From an optimization exercise on the open Yosys and OpenROAD flow, aimed at small area and a short achievable clock period; shortcuts taken in it are not production practice.
Only simulation tests tie the RTL to the original design; equivalence was not proved.
Power is estimated from default activity; no workload was simulated.

==> job 8912 <==
Design fp_pipeline, start of the top module:
module fp_pipeline (
    input wire clk,
    input wire reset,
    input wire pipe_en,
    input wire [15:0] in_scalar,
    input wire [15:0] in_batch,
    input wire [8:0] in_waddr,
    input wire in_wen,
    input wire in_valid,
    output wire out_we,
    output wire [8:0] out_waddr,
    output wire [15:0] out_data
);
reg proc_en;
always @(posedge clk) begin
    if (reset) proc_en <= 1'b0;
    else       proc_en <= pipe_en;
end
wire [4:0] e5_in;
wire       z_in;
fpmul_exp u_exp (.ea(in_scalar[14:10]), .eb(in_batch[14:10]), .valid(in_valid),
                 .e5(e5_in), .z(z_in));
reg [9:0] s1_fa, s1_fb;
reg [4:0] s1_e5;
reg       s1_s;
reg [8:0] s1_waddr;
reg       s1_z, s1_wen, s1_vw;
always @(posedge clk) begin
    if (proc_en) begin
        s1_fa    <= in_scalar[9:0];
        s1_fb    <= in_batch[9:0];
        s1_e5    <= e5_in;
        s1_s     <= in_scalar[15] ^ in_batch[15];
        s1_waddr <= in_waddr;
    end
end
always @(posedge clk) begin
    if (reset) begin
        s1_z <= 1'b1; s1_wen <= 1'b0; s1_vw <= 1'b0;
    end else if (proc_en) begin
        s1_z <= z_in; s1_wen <= in_wen; s1_vw <= in_valid | in_wen;
    end
end
wire [21:0] r0, r1;
fpmul_tree u_tree (.fa(s1_fa), .fb(s1_fb), .r0(r0), .r1(r1));
wire [9:0]  lo = {1'b0, r0[9:1]} + {1'b0, r1[9:1]};
reg [20:10] s2_r0;
  ...
==> module fpadd_order, before the edit <==
module fpadd_order (
    input  [14:0] a, b,
    output        a_big,
    output [4:0]  dab, dba,
    output        b_egt
);
    wire [4:0] ea = a[14:10], eb = b[14:10];
    wire [5:0] d6 = {1'b0, ea} - {1'b0, eb};
    assign dab   = d6[4:0];
    assign dba   = eb - ea;
    assign b_egt = d6[5];
    wire       eeq = (ea == eb);
    wire       fge = a[9:0] >= b[9:0];
    assign a_big = ~b_egt & (~eeq | fge);
endmodule
==> module fpadd_align, before the edit <==
module fpadd_align (
    input  [15:0] a, b,        
    input         ha, hb,      
    input         a_big,
    input  [4:0]  dab, dba,    
    input         b_egt,       
    output [12:0] fz,
    output [4:0]  er,
    output        sr
);
    wire [11:0] xa = {ha, a[9:0], 1'b0};
    wire [11:0] xb = {hb, b[9:0], 1'b0};
    wire [11:0] big = a_big ? xa : xb;
    wire [11:0] sml = a_big ? xb : xa;
    wire [4:0]  dd  = b_egt ? dba : dab;
    wire        dz  = dd[4] | (dd[3] & dd[2]);
    wire [11:0] sh  = dz ? 12'b0 : sml >> dd[3:0];
    wire        sub = a[15] ^ b[15];
    assign fz = {1'b0, big} + ({1'b0, sh} ^ {13{sub}}) + {12'b0, sub};
    assign er = a_big ? a[14:10] : b[14:10];
    assign sr = a_big ? a[15] : b[15];
endmodule
==> module fp_pipeline, before the edit <==
module fp_pipeline (
    input wire clk,
    input wire reset,
    input wire pipe_en,
    input wire [15:0] in_scalar,
    input wire [15:0] in_batch,
    input wire [8:0] in_waddr,
    input wire in_wen,
    input wire in_valid,
    output wire out_we,
    output wire [8:0] out_waddr,
    output wire [15:0] out_data
);
reg proc_en;
always @(posedge clk) begin
    if (reset) proc_en <= 1'b0;
    else       proc_en <= pipe_en;
end
wire [4:0] e5_in;
wire       z_in;
fpmul_exp u_exp (.ea(in_scalar[14:10]), .eb(in_batch[14:10]), .valid(in_valid),
                 .e5(e5_in), .z(z_in));
reg [9:0] s1_fa, s1_fb;
reg [4:0] s1_e5;
reg       s1_s;
reg [8:0] s1_waddr;
reg       s1_z, s1_wen, s1_vw;
always @(posedge clk) begin
    if (proc_en) begin
        s1_fa    <= in_scalar[9:0];
        s1_fb    <= in_batch[9:0];
        s1_e5    <= e5_in;
        s1_s     <= in_scalar[15] ^ in_batch[15];
        s1_waddr <= in_waddr;
    end
end
always @(posedge clk) begin
    if (reset) begin
        s1_z <= 1'b1; s1_wen <= 1'b0; s1_vw <= 1'b0;
    end else if (proc_en) begin
        s1_z <= z_in; s1_wen <= in_wen; s1_vw <= in_valid | in_wen;
    end
end
wire [21:0] r0, r1;
fpmul_tree u_tree (.fa(s1_fa), .fb(s1_fb), .r0(r0), .r1(r1));
wire [9:0]  lo = {1'b0, r0[9:1]} + {1'b0, r1[9:1]};
reg [20:10] s2_r0;
reg [19:10] s2_r1;
reg         s2_c10;
reg [4:0]   s2_e5;
reg         s2_s;
reg [8:0]   s2_waddr;
reg         s2_z, s2_wen, s2_vw;
always @(posedge clk) begin
    if (proc_en) begin
        s2_r0    <= r0[20:10];
        s2_r1    <= r1[19:10];
        s2_c10   <= lo[9];
        s2_e5    <= s1_e5;
        s2_s     <= s1_s;
        s2_waddr <= s1_waddr;
    end
end
always @(posedge clk) begin
    if (reset) begin
        s2_z <= 1'b1; s2_wen <= 1'b0; s2_vw <= 1'b0;
    end else if (proc_en) begin
        s2_z <= s1_z; s2_wen <= s1_wen; s2_vw <= s1_vw;
    end
end
reg  [12:0] s4_fz;
reg  [4:0]  s4_er;
reg         s4_sr;
reg         s4_wen;
wire [15:0] sum;
wire        sum_h;
fpadd_norm u_anorm (.fz(s4_fz), .er(s4_er), .sr(s4_sr), .r(sum), .hidden(sum_h));
wire [15:0] prod;
wire        prod_h;
fpmul_norm u_mnorm (.r0({1'b0, s2_r0}), .r1({2'b01, s2_r1}), .c10(s2_c10),
                    .e5(s2_e5), .z(s2_z), .s(s2_s), .r(prod), .hidden(prod_h));
wire        g_next = s2_vw & ~s4_wen;
wire [14:0] c_next = g_next ? sum[14:0] : 15'b0;
wire        a_big, b_egt;
wire [4:0]  dab, dba;
fpadd_order u_order (.a(prod[14:0]), .b(c_next), .a_big(a_big), .dab(dab), .dba(dba),
                     .b_egt(b_egt));
reg [15:0] s3_p;
reg        s3_h, s3_g, s3_abig, s3_begt;
reg [4:0]  s3_dab, s3_dba;
reg [8:0]  s3_waddr;
reg        s3_wen;
always @(posedge clk) begin
    if (proc_en) begin
        s3_p     <= prod;
        s3_h     <= prod_h;
        s3_g     <= g_next;
        s3_abig  <= a_big;
        s3_dab   <= dab;
        s3_dba   <= dba;
        s3_begt  <= b_egt;
        s3_waddr <= s2_waddr;
    end
end
always @(posedge clk) begin
    if (reset)        s3_wen <= 1'b0;
    else if (proc_en) s3_wen <= s2_wen;
end
reg  [15:0] s5_sum;
reg         s5_h;
wire [15:0] c = {s5_sum[15], s3_g ? s5_sum[14:0] : 15'b0};
wire        c_h = s3_g & s5_h;
wire [12:0] fz;
wire [4:0]  er;
wire        sr;
fpadd_align u_align (.a(s3_p), .b(c), .ha(s3_h), .hb(c_h), .a_big(s3_abig),
                     .dab(s3_dab), .dba(s3_dba), .b_egt(s3_begt), .fz(fz), .er(er), .sr(sr));
reg [8:0] s4_waddr;
always @(posedge clk) begin
    if (proc_en) begin
        s4_fz    <= fz;
        s4_er    <= er;
        s4_sr    <= sr;
        s4_waddr <= s3_waddr;
    end
end
always @(posedge clk) begin
    if (reset)        s4_wen <= 1'b0;
    else if (proc_en) s4_wen <= s3_wen;
end
reg [8:0] s5_waddr;
reg       s5_wen;
always @(posedge clk) begin
    if (proc_en) begin
        s5_sum   <= sum;
        s5_h     <= sum_h;
        s5_waddr <= s4_waddr;
    end
end
always @(posedge clk) begin
    if (reset)        s5_wen <= 1'b0;
    else if (proc_en) s5_wen <= s4_wen;
end
assign out_we    = s5_wen;
assign out_waddr = s5_waddr;
assign out_data  = s5_sum;
endmodule
Settings: LEC_CHECK=0, CAP_MARGIN=20, CORE_MARGIN=2, CORE_UTILIZATION=60, PLACE_DENSITY=0.8, SETUP_SLACK_MARGIN=3.4, SLEW_MARGIN=20; clock period 7.0 ns.
standard.sh (not shown) runs the stock make flow with config.mk's settings and CLKGATE_MAP_FILE= SYNTH_SCRIPT=/design/flow/synth_recipe.tcl, a recipe that flattens the netlist after the stock synthesis.
==> flow/flow/run.sh <==
#!/bin/bash
# The standard layout (the standard.sh, unchanged synthesis and steps),
# except that the buffers it puts on every input and output port are
# sky130_fd_sc_hd__buf_1 cells instead of the flow's default choice.
set -e
cd "$(dirname "$0")/.."
export BUFFER_PORTS_ARGS="-buffer_cell sky130_fd_sc_hd__buf_1"
bash standard.sh > standard.log 2>&1
==> job 2354 (differences from job 8912) <==
--- a/flow/design.v
+++ b/flow/design.v
@@ -4,27 +4,26 @@
     output [4:0] e5,
     output       z
 );
     wire [5:0] ez = {1'b0, ea} + {1'b0, eb} - 6'd15;
     assign e5 = ez[4:0];
     assign z  = ez[5] | ~valid;
 endmodule
 module fpmul_norm (
-    input  [11:0] r0, r1,
-    input         c10,
+    input  [21:0] r0, r1,
     input  [4:0]  e5,
     input         z,
     input         s,
     output [15:0] r,
     output        hidden     
 );
-    wire [11:0] p = r0 + r1 + {11'b0, c10};
-    wire [4:0] e = p[11] ? e5 + 5'd1 : e5;
-    wire [9:0] f = p[11] ? p[10:1] : p[9:0];
+    wire [21:0] p = r0 + r1;
+    wire [4:0] e = p[21] ? e5 + 5'd1 : e5;
+    wire [9:0] f = p[21] ? p[20:11] : p[19:10];
     assign r = z ? 16'b0 : {s, e, f};
     assign hidden = ~z & (|e);
 endmodule
 module fpmul_tree (
     input  [9:0]  fa, fb,
     output [21:0] r0, r1
 );
     wire t1, t2;
@@ -324,45 +323,45 @@
             r = {sr, e, n[11:2]};
             hidden = |e;
         end
     end
 endmodule
 module fpadd_order (
     input  [14:0] a, b,
     output        a_big,
-    output [4:0]  dab, dba,
-    output        b_egt
+    output [3:0]  d,
+    output        dz
 );
     wire [4:0] ea = a[14:10], eb = b[14:10];
-    wire [5:0] d6 = {1'b0, ea} - {1'b0, eb};
-    assign dab   = d6[4:0];
-    assign dba   = eb - ea;
-    assign b_egt = d6[5];
+    wire [5:0] dab = {1'b0, ea} - {1'b0, eb};
+    wire [4:0] dba = eb - ea;
+    wire       b_egt = dab[5];
     wire       eeq = (ea == eb);
     wire       fge = a[9:0] >= b[9:0];
     assign a_big = ~b_egt & (~eeq | fge);
+    wire [4:0] dd = b_egt ? dba : dab[4:0];
+    assign d  = dd[3:0];
+    assign dz = dd[4] | (dd[3] & dd[2]);
 endmodule
 module fpadd_align (
     input  [15:0] a, b,        
     input         ha, hb,      
     input         a_big,
-    input  [4:0]  dab, dba,    
-    input         b_egt,       
+    input  [3:0]  d,
+    input         dz,
     output [12:0] fz,
     output [4:0]  er,
     output        sr
 );
     wire [11:0] xa = {ha, a[9:0], 1'b0};
     wire [11:0] xb = {hb, b[9:0], 1'b0};
     wire [11:0] big = a_big ? xa : xb;
     wire [11:0] sml = a_big ? xb : xa;
-    wire [4:0]  dd  = b_egt ? dba : dab;
-    wire        dz  = dd[4] | (dd[3] & dd[2]);
-    wire [11:0] sh  = dz ? 12'b0 : sml >> dd[3:0];
+    wire [11:0] sh  = dz ? 12'b0 : sml >> d;
     wire        sub = a[15] ^ b[15];
     assign fz = {1'b0, big} + ({1'b0, sh} ^ {13{sub}}) + {12'b0, sub};
     assign er = a_big ? a[14:10] : b[14:10];
     assign sr = a_big ? a[15] : b[15];
 endmodule
 module fp_pipeline (
     input wire clk,
     input wire reset,
@@ -403,29 +402,26 @@
     if (reset) begin
         s1_z <= 1'b1; s1_wen <= 1'b0; s1_vw <= 1'b0;
     end else if (proc_en) begin
         s1_z <= z_in; s1_wen <= in_wen; s1_vw <= in_valid | in_wen;
     end
 end
 wire [21:0] r0, r1;
 fpmul_tree u_tree (.fa(s1_fa), .fb(s1_fb), .r0(r0), .r1(r1));
-wire [9:0]  lo = {1'b0, r0[9:1]} + {1'b0, r1[9:1]};
-reg [20:10] s2_r0;
-reg [19:10] s2_r1;
-reg         s2_c10;
-reg [4:0]   s2_e5;
-reg         s2_s;
-reg [8:0]   s2_waddr;
-reg         s2_z, s2_wen, s2_vw;
+reg [20:1] s2_r0;
+reg [19:1] s2_r1;
+reg [4:0]  s2_e5;
+reg        s2_s;
+reg [8:0]  s2_waddr;
+reg        s2_z, s2_wen, s2_vw;
 always @(posedge clk) begin
     if (proc_en) begin
-        s2_r0    <= r0[20:10];
-        s2_r1    <= r1[19:10];
-        s2_c10   <= lo[9];
+        s2_r0    <= r0[20:1];
+        s2_r1    <= r1[19:1];
         s2_e5    <= s1_e5;
         s2_s     <= s1_s;
         s2_waddr <= s1_waddr;
     end
 end
 always @(posedge clk) begin
     if (reset) begin
         s2_z <= 1'b1; s2_wen <= 1'b0; s2_vw <= 1'b0;
@@ -437,54 +433,53 @@
 reg  [4:0]  s4_er;
 reg         s4_sr;
 reg         s4_wen;
 wire [15:0] sum;
 wire        sum_h;
 fpadd_norm u_anorm (.fz(s4_fz), .er(s4_er), .sr(s4_sr), .r(sum), .hidden(sum_h));
 wire [15:0] prod;
 wire        prod_h;
-fpmul_norm u_mnorm (.r0({1'b0, s2_r0}), .r1({2'b01, s2_r1}), .c10(s2_c10),
+fpmul_norm u_mnorm (.r0({1'b0, s2_r0, 1'b0}), .r1({2'b01, s2_r1, 1'b0}),
                     .e5(s2_e5), .z(s2_z), .s(s2_s), .r(prod), .hidden(prod_h));
 wire        g_next = s2_vw & ~s4_wen;
 wire [14:0] c_next = g_next ? sum[14:0] : 15'b0;
-wire        a_big, b_egt;
-wire [4:0]  dab, dba;
-fpadd_order u_order (.a(prod[14:0]), .b(c_next), .a_big(a_big), .dab(dab), .dba(dba),
-                     .b_egt(b_egt));
+wire        a_big;
+wire [3:0]  d;
+wire        dz;
+fpadd_order u_order (.a(prod[14:0]), .b(c_next), .a_big(a_big), .d(d), .dz(dz));
 reg [15:0] s3_p;
-reg        s3_h, s3_g, s3_abig, s3_begt;
-reg [4:0]  s3_dab, s3_dba;
+reg        s3_h, s3_g, s3_abig, s3_dz;
+reg [3:0]  s3_d;
 reg [8:0]  s3_waddr;
 reg        s3_wen;
 always @(posedge clk) begin
     if (proc_en) begin
         s3_p     <= prod;
         s3_h     <= prod_h;
         s3_g     <= g_next;
         s3_abig  <= a_big;
-        s3_dab   <= dab;
-        s3_dba   <= dba;
-        s3_begt  <= b_egt;
+        s3_d     <= d;
+        s3_dz    <= dz;
         s3_waddr <= s2_waddr;
     end
 end
 always @(posedge clk) begin
     if (reset)        s3_wen <= 1'b0;
     else if (proc_en) s3_wen <= s2_wen;
 end
 reg  [15:0] s5_sum;
 reg         s5_h;
 wire [15:0] c = {s5_sum[15], s3_g ? s5_sum[14:0] : 15'b0};
 wire        c_h = s3_g & s5_h;
 wire [12:0] fz;
 wire [4:0]  er;
 wire        sr;
 fpadd_align u_align (.a(s3_p), .b(c), .ha(s3_h), .hb(c_h), .a_big(s3_abig),
-                     .dab(s3_dab), .dba(s3_dba), .b_egt(s3_begt), .fz(fz), .er(er), .sr(sr));
+                     .d(s3_d), .dz(s3_dz), .fz(fz), .er(er), .sr(sr));
 reg [8:0] s4_waddr;
 always @(posedge clk) begin
     if (proc_en) begin
         s4_fz    <= fz;
         s4_er    <= er;
         s4_sr    <= sr;
         s4_waddr <= s3_waddr;
     end
==> flow/run.sh (new file) <==
#!/bin/bash
# synth_recipe.tcl (not shown) runs the flow's synth.tcl, then flattens the netlist and writes it again
# the make line also repeats each setting of config.mk as NAME=value (left out here)
make -C /OpenROAD-flow-scripts/flow DESIGN_CONFIG=/design/flow/config.mk WORK_HOME=/design/flow/orfs CLKGATE_MAP_FILE= SYNTH_SCRIPT=/design/flow/synth_recipe.tcl finish
Settings changed: CORE_UTILIZATION 60 to 40, PLACE_DENSITY 0.8 to default, SETUP_SLACK_MARGIN 3.4 to 3.5.
removed: flow/flow/run.sh
removed: flow/standard.sh
==> job 5782 (differences from job 8912) <==
--- a/flow/design.v
+++ b/flow/design.v
@@ -324,45 +324,45 @@
             r = {sr, e, n[11:2]};
             hidden = |e;
         end
     end
 endmodule
 module fpadd_order (
     input  [14:0] a, b,
     output        a_big,
-    output [4:0]  dab, dba,
-    output        b_egt
+    output [3:0]  d,
+    output        dz
 );
     wire [4:0] ea = a[14:10], eb = b[14:10];
-    wire [5:0] d6 = {1'b0, ea} - {1'b0, eb};
-    assign dab   = d6[4:0];
-    assign dba   = eb - ea;
-    assign b_egt = d6[5];
+    wire [5:0] dab = {1'b0, ea} - {1'b0, eb};
+    wire [4:0] dba = eb - ea;
+    wire       b_egt = dab[5];
     wire       eeq = (ea == eb);
     wire       fge = a[9:0] >= b[9:0];
     assign a_big = ~b_egt & (~eeq | fge);
+    wire [4:0] dd = b_egt ? dba : dab[4:0];
+    assign d  = dd[3:0];
+    assign dz = dd[4] | (dd[3] & dd[2]);
 endmodule
 module fpadd_align (
     input  [15:0] a, b,        
     input         ha, hb,      
     input         a_big,
-    input  [4:0]  dab, dba,    
-    input         b_egt,       
+    input  [3:0]  d,
+    input         dz,
     output [12:0] fz,
     output [4:0]  er,
     output        sr
 );
     wire [11:0] xa = {ha, a[9:0], 1'b0};
     wire [11:0] xb = {hb, b[9:0], 1'b0};
     wire [11:0] big = a_big ? xa : xb;
     wire [11:0] sml = a_big ? xb : xa;
-    wire [4:0]  dd  = b_egt ? dba : dab;
-    wire        dz  = dd[4] | (dd[3] & dd[2]);
-    wire [11:0] sh  = dz ? 12'b0 : sml >> dd[3:0];
+    wire [11:0] sh  = dz ? 12'b0 : sml >> d;
     wire        sub = a[15] ^ b[15];
     assign fz = {1'b0, big} + ({1'b0, sh} ^ {13{sub}}) + {12'b0, sub};
     assign er = a_big ? a[14:10] : b[14:10];
     assign sr = a_big ? a[15] : b[15];
 endmodule
 module fp_pipeline (
     input wire clk,
     input wire reset,
@@ -441,50 +441,49 @@
 wire        sum_h;
 fpadd_norm u_anorm (.fz(s4_fz), .er(s4_er), .sr(s4_sr), .r(sum), .hidden(sum_h));
 wire [15:0] prod;
 wire        prod_h;
 fpmul_norm u_mnorm (.r0({1'b0, s2_r0}), .r1({2'b01, s2_r1}), .c10(s2_c10),
                     .e5(s2_e5), .z(s2_z), .s(s2_s), .r(prod), .hidden(prod_h));
 wire        g_next = s2_vw & ~s4_wen;
 wire [14:0] c_next = g_next ? sum[14:0] : 15'b0;
-wire        a_big, b_egt;
-wire [4:0]  dab, dba;
-fpadd_order u_order (.a(prod[14:0]), .b(c_next), .a_big(a_big), .dab(dab), .dba(dba),
-                     .b_egt(b_egt));
+wire        a_big;
+wire [3:0]  d;
+wire        dz;
+fpadd_order u_order (.a(prod[14:0]), .b(c_next), .a_big(a_big), .d(d), .dz(dz));
 reg [15:0] s3_p;
-reg        s3_h, s3_g, s3_abig, s3_begt;
-reg [4:0]  s3_dab, s3_dba;
+reg        s3_h, s3_g, s3_abig, s3_dz;
+reg [3:0]  s3_d;
 reg [8:0]  s3_waddr;
 reg        s3_wen;
 always @(posedge clk) begin
     if (proc_en) begin
         s3_p     <= prod;
         s3_h     <= prod_h;
         s3_g     <= g_next;
         s3_abig  <= a_big;
-        s3_dab   <= dab;
-        s3_dba   <= dba;
-        s3_begt  <= b_egt;
+        s3_d     <= d;
+        s3_dz    <= dz;
         s3_waddr <= s2_waddr;
     end
 end
 always @(posedge clk) begin
     if (reset)        s3_wen <= 1'b0;
     else if (proc_en) s3_wen <= s2_wen;
 end
 reg  [15:0] s5_sum;
 reg         s5_h;
 wire [15:0] c = {s5_sum[15], s3_g ? s5_sum[14:0] : 15'b0};
 wire        c_h = s3_g & s5_h;
 wire [12:0] fz;
 wire [4:0]  er;
 wire        sr;
 fpadd_align u_align (.a(s3_p), .b(c), .ha(s3_h), .hb(c_h), .a_big(s3_abig),
-                     .dab(s3_dab), .dba(s3_dba), .b_egt(s3_begt), .fz(fz), .er(er), .sr(sr));
+                     .d(s3_d), .dz(s3_dz), .fz(fz), .er(er), .sr(sr));
 reg [8:0] s4_waddr;
 always @(posedge clk) begin
     if (proc_en) begin
         s4_fz    <= fz;
         s4_er    <= er;
         s4_sr    <= sr;
         s4_waddr <= s3_waddr;
     end
Settings changed: CORE_UTILIZATION 60 to 40, CTS_BUF_LIST from default to sky130_fd_sc_hd__clkbuf_8, PLACE_DENSITY 0.8 to default, SETUP_SLACK_MARGIN 3.4 to 3.0.
==> job 5523 (differences from job 8912) <==
--- a/flow/design.v
+++ b/flow/design.v
@@ -324,45 +324,45 @@
             r = {sr, e, n[11:2]};
             hidden = |e;
         end
     end
 endmodule
 module fpadd_order (
     input  [14:0] a, b,
     output        a_big,
-    output [4:0]  dab, dba,
-    output        b_egt
+    output [3:0]  d,
+    output        dz
 );
     wire [4:0] ea = a[14:10], eb = b[14:10];
-    wire [5:0] d6 = {1'b0, ea} - {1'b0, eb};
-    assign dab   = d6[4:0];
-    assign dba   = eb - ea;
-    assign b_egt = d6[5];
+    wire [5:0] dab = {1'b0, ea} - {1'b0, eb};
+    wire [4:0] dba = eb - ea;
+    wire       b_egt = dab[5];
     wire       eeq = (ea == eb);
     wire       fge = a[9:0] >= b[9:0];
     assign a_big = ~b_egt & (~eeq | fge);
+    wire [4:0] dd = b_egt ? dba : dab[4:0];
+    assign d  = dd[3:0];
+    assign dz = dd[4] | (dd[3] & dd[2]);
 endmodule
 module fpadd_align (
     input  [15:0] a, b,        
     input         ha, hb,      
     input         a_big,
-    input  [4:0]  dab, dba,    
-    input         b_egt,       
+    input  [3:0]  d,
+    input         dz,
     output [12:0] fz,
     output [4:0]  er,
     output        sr
 );
     wire [11:0] xa = {ha, a[9:0], 1'b0};
     wire [11:0] xb = {hb, b[9:0], 1'b0};
     wire [11:0] big = a_big ? xa : xb;
     wire [11:0] sml = a_big ? xb : xa;
-    wire [4:0]  dd  = b_egt ? dba : dab;
-    wire        dz  = dd[4] | (dd[3] & dd[2]);
-    wire [11:0] sh  = dz ? 12'b0 : sml >> dd[3:0];
+    wire [11:0] sh  = dz ? 12'b0 : sml >> d;
     wire        sub = a[15] ^ b[15];
     assign fz = {1'b0, big} + ({1'b0, sh} ^ {13{sub}}) + {12'b0, sub};
     assign er = a_big ? a[14:10] : b[14:10];
     assign sr = a_big ? a[15] : b[15];
 endmodule
 module fp_pipeline (
     input wire clk,
     input wire reset,
@@ -441,50 +441,49 @@
 wire        sum_h;
 fpadd_norm u_anorm (.fz(s4_fz), .er(s4_er), .sr(s4_sr), .r(sum), .hidden(sum_h));
 wire [15:0] prod;
 wire        prod_h;
 fpmul_norm u_mnorm (.r0({1'b0, s2_r0}), .r1({2'b01, s2_r1}), .c10(s2_c10),
                     .e5(s2_e5), .z(s2_z), .s(s2_s), .r(prod), .hidden(prod_h));
 wire        g_next = s2_vw & ~s4_wen;
 wire [14:0] c_next = g_next ? sum[14:0] : 15'b0;
-wire        a_big, b_egt;
-wire [4:0]  dab, dba;
-fpadd_order u_order (.a(prod[14:0]), .b(c_next), .a_big(a_big), .dab(dab), .dba(dba),
-                     .b_egt(b_egt));
+wire        a_big;
+wire [3:0]  d;
+wire        dz;
+fpadd_order u_order (.a(prod[14:0]), .b(c_next), .a_big(a_big), .d(d), .dz(dz));
 reg [15:0] s3_p;
-reg        s3_h, s3_g, s3_abig, s3_begt;
-reg [4:0]  s3_dab, s3_dba;
+reg        s3_h, s3_g, s3_abig, s3_dz;
+reg [3:0]  s3_d;
 reg [8:0]  s3_waddr;
 reg        s3_wen;
 always @(posedge clk) begin
     if (proc_en) begin
         s3_p     <= prod;
         s3_h     <= prod_h;
         s3_g     <= g_next;
         s3_abig  <= a_big;
-        s3_dab   <= dab;
-        s3_dba   <= dba;
-        s3_begt  <= b_egt;
+        s3_d     <= d;
+        s3_dz    <= dz;
         s3_waddr <= s2_waddr;
     end
 end
 always @(posedge clk) begin
     if (reset)        s3_wen <= 1'b0;
     else if (proc_en) s3_wen <= s2_wen;
 end
 reg  [15:0] s5_sum;
 reg         s5_h;
 wire [15:0] c = {s5_sum[15], s3_g ? s5_sum[14:0] : 15'b0};
 wire        c_h = s3_g & s5_h;
 wire [12:0] fz;
 wire [4:0]  er;
 wire        sr;
 fpadd_align u_align (.a(s3_p), .b(c), .ha(s3_h), .hb(c_h), .a_big(s3_abig),
-                     .dab(s3_dab), .dba(s3_dba), .b_egt(s3_begt), .fz(fz), .er(er), .sr(sr));
+                     .d(s3_d), .dz(s3_dz), .fz(fz), .er(er), .sr(sr));
 reg [8:0] s4_waddr;
 always @(posedge clk) begin
     if (proc_en) begin
         s4_fz    <= fz;
         s4_er    <= er;
         s4_sr    <= sr;
         s4_waddr <= s3_waddr;
     end
Settings changed: CTS_BUF_LIST from default to sky130_fd_sc_hd__clkbuf_8, SETUP_SLACK_MARGIN 3.4 to 3.1.
==> impl_metrics.py <==
metrics = {
    "outcome": {
        "status": "no timing/DRC/antenna violations",
    },
    "layout": {
        "fin_util_pct": 70.13,
    },
    "setup_path": {
        "r2r_cells": 16,
        "critPathCapture": "s3_dz$_DFFE_PP_",
    },
    "floorplan": {
        "nWellTaps": 265,
        "die_h_um": 144.9,
    },
    "worst_hold_path": {
        "min_to": "s2_s$_DFFE_PP_",
    },
    "detailed_routing": {
        "via_per_inst": 5.551,
        "dr.pass1.iters": 5,
    },
    "synthesis": {
        "synth.avg_cell_area_um2": 11.29,
    },
    "timing": {
        "fin_ws_ns": 3.037,
    },
    "global_route": {
        "grt_max_degree": 87,
    },
    "pwr": {
        "power_frac_clock_pct": 22.3,
    },
}
the above is filed under job 5523

==> impl_metrics.py <==
metrics = {
    "global_route": {
        "grt_max_degree": 77,
        "grt_util_all_layers_pct": 25.90,
    },
    "worst_hold_path": {
        "min_to": "s3_waddr[8]$_DFFE_PP_",
    },
    "detailed_routing": {
        "dr.pass1.iters": 5,
        "via_per_inst": 5.725,
    },
    "setup_path": {
        "critPathCapture": "s3_abig$_DFFE_PP_",
        "worstReg2RegEnd": "s3_abig$_DFFE_PP_",
        "r2r_cells": 15,
    },
    "synthesis": {
        "synth.avg_cell_area_um2": 11.20,
    },
    "clocking": {
        "clock_path_buffers": 2,
        "cts_max_level": 4,
    },
    "timing": {
        "fin_ws_ns": 3.171,
    },
    "floorplan": {
        "nWellTaps": 270,
        "die_h_um": 147.0,
    },
    "pwr": {
        "power_frac_clock_pct": 28.6,
    },
    "outcome": {
        "status": "no timing/DRC/antenna violations",
    },
}
the above is filed under job 8912

==> impl_metrics.py <==
metrics = {
    "placed_design": {
        "dp.cells": 1545,
        "dpl_cell_area_mm2": 0.01366,
    },
    "setup_path": {
        "worstReg2RegEnd": "s3_abig$_DFFE_PP_",
        "r2r_cells": 19,
    },
    "synthesis": {
        "synth.area.top_cells": "edfxtp_1 42%, fa_1 14%, ha_1 7.6%",
        "ys_top_cells_by_count": "176 x edfxtp_1, 131 x inv_1, 98 x nand2_1",
        "synth.avg_cell_area_um2": 11.23,
    },
    "detailed_routing": {
        "wl_met3_um": 862,
        "via_per_inst": 5.104,
    },
    "floorplan": {
        "nWellTaps": 396,
    },
    "outcome": {
        "status": "no timing/DRC/antenna violations",
    },
    "worst_hold_path": {
        "min_to": "s2_s$_DFFE_PP_",
    },
    "timing": {
        "fmax_ghz": 0.2475,
        "fin_ws_ns": 2.960,
    },
    "global_route": {
        "grt_max_degree": 77,
    },
    "pwr": {
        "power_frac_clock_pct": 27.8,
    },
}
the above is filed under job 2354

==> impl_metrics.py <==
metrics = {
    "floorplan": {
        "nWellTaps": 390,
        "die_h_um": 176.5,
    },
    "detailed_routing": {
        "wire_per_inst_um": 15.48,
        "dr.pass1.iters": 5,
    },
    "setup_path": {
        "r2r_cells": 16,
        "critPathSlowestCell": "edfxtp_1",
        "rrSetupSlack_ns": 2.95,
    },
    "synthesis": {
        "synth.avg_cell_area_um2": 11.29,
    },
    "layout": {
        "fin_util_pct": 46.75,
    },
    "placed_design": {
        "dpl_cell_area_mm2": 0.01263,
    },
    "timing": {
        "slew_headroom_pct": 46.65,
    },
    "worst_hold_path": {
        "min_to": "s2_e5[3]$_DFFE_PP_",
    },
    "outcome": {
        "status": "no timing/DRC/antenna violations",
    },
    "pwr": {
        "power_frac_clock_pct": 23.0,
    },
    "global_route": {
        "grt_max_degree": 63,
    },
}
the above is filed under job 5782

==> what the ideal ports hide <==
How much do the figures lean on ideal ports? The routed layouts below were timed once more, with nothing changed but the port constraints. Step 1 (the two cells are an assumption about what drives the block):
set clk [get_ports {clk}]
set_driving_cell -lib_cell sky130_fd_sc_hd__clkbuf_16 $clk
set_driving_cell -lib_cell sky130_fd_sc_hd__buf_2 [delete_from_list [all_inputs] $clk]
Step 2 also shifts input and output timing later by t, the mid clock arrival at the registers, as if the neighbouring blocks saw the same clock. Slacks: no drivers / after step 1 / after step 2; pairs: no drivers / after step 1.
run | shift t [ns] | slack for setup (ns) | slew at the worst register clock pin (ns) | worst data-port slew with drivers (ns)
job 8912 | 0.476 | 3.171 / 3.171 / 3.171 | 0.08 / 0.08 | 0.04
job 2354 | 0.495 | 2.960 / 2.960 / 2.960 | 0.08 / 0.08 | 0.04
job 5782 | 0.496 | 2.952 / 2.952 / 2.952 | 0.11 / 0.11 | 0.03
job 5523 | 0.499 | 3.037 / 3.037 / 3.037 | 0.11 / 0.11 | 0.04
After both steps setup and hold are still met in every run listed.
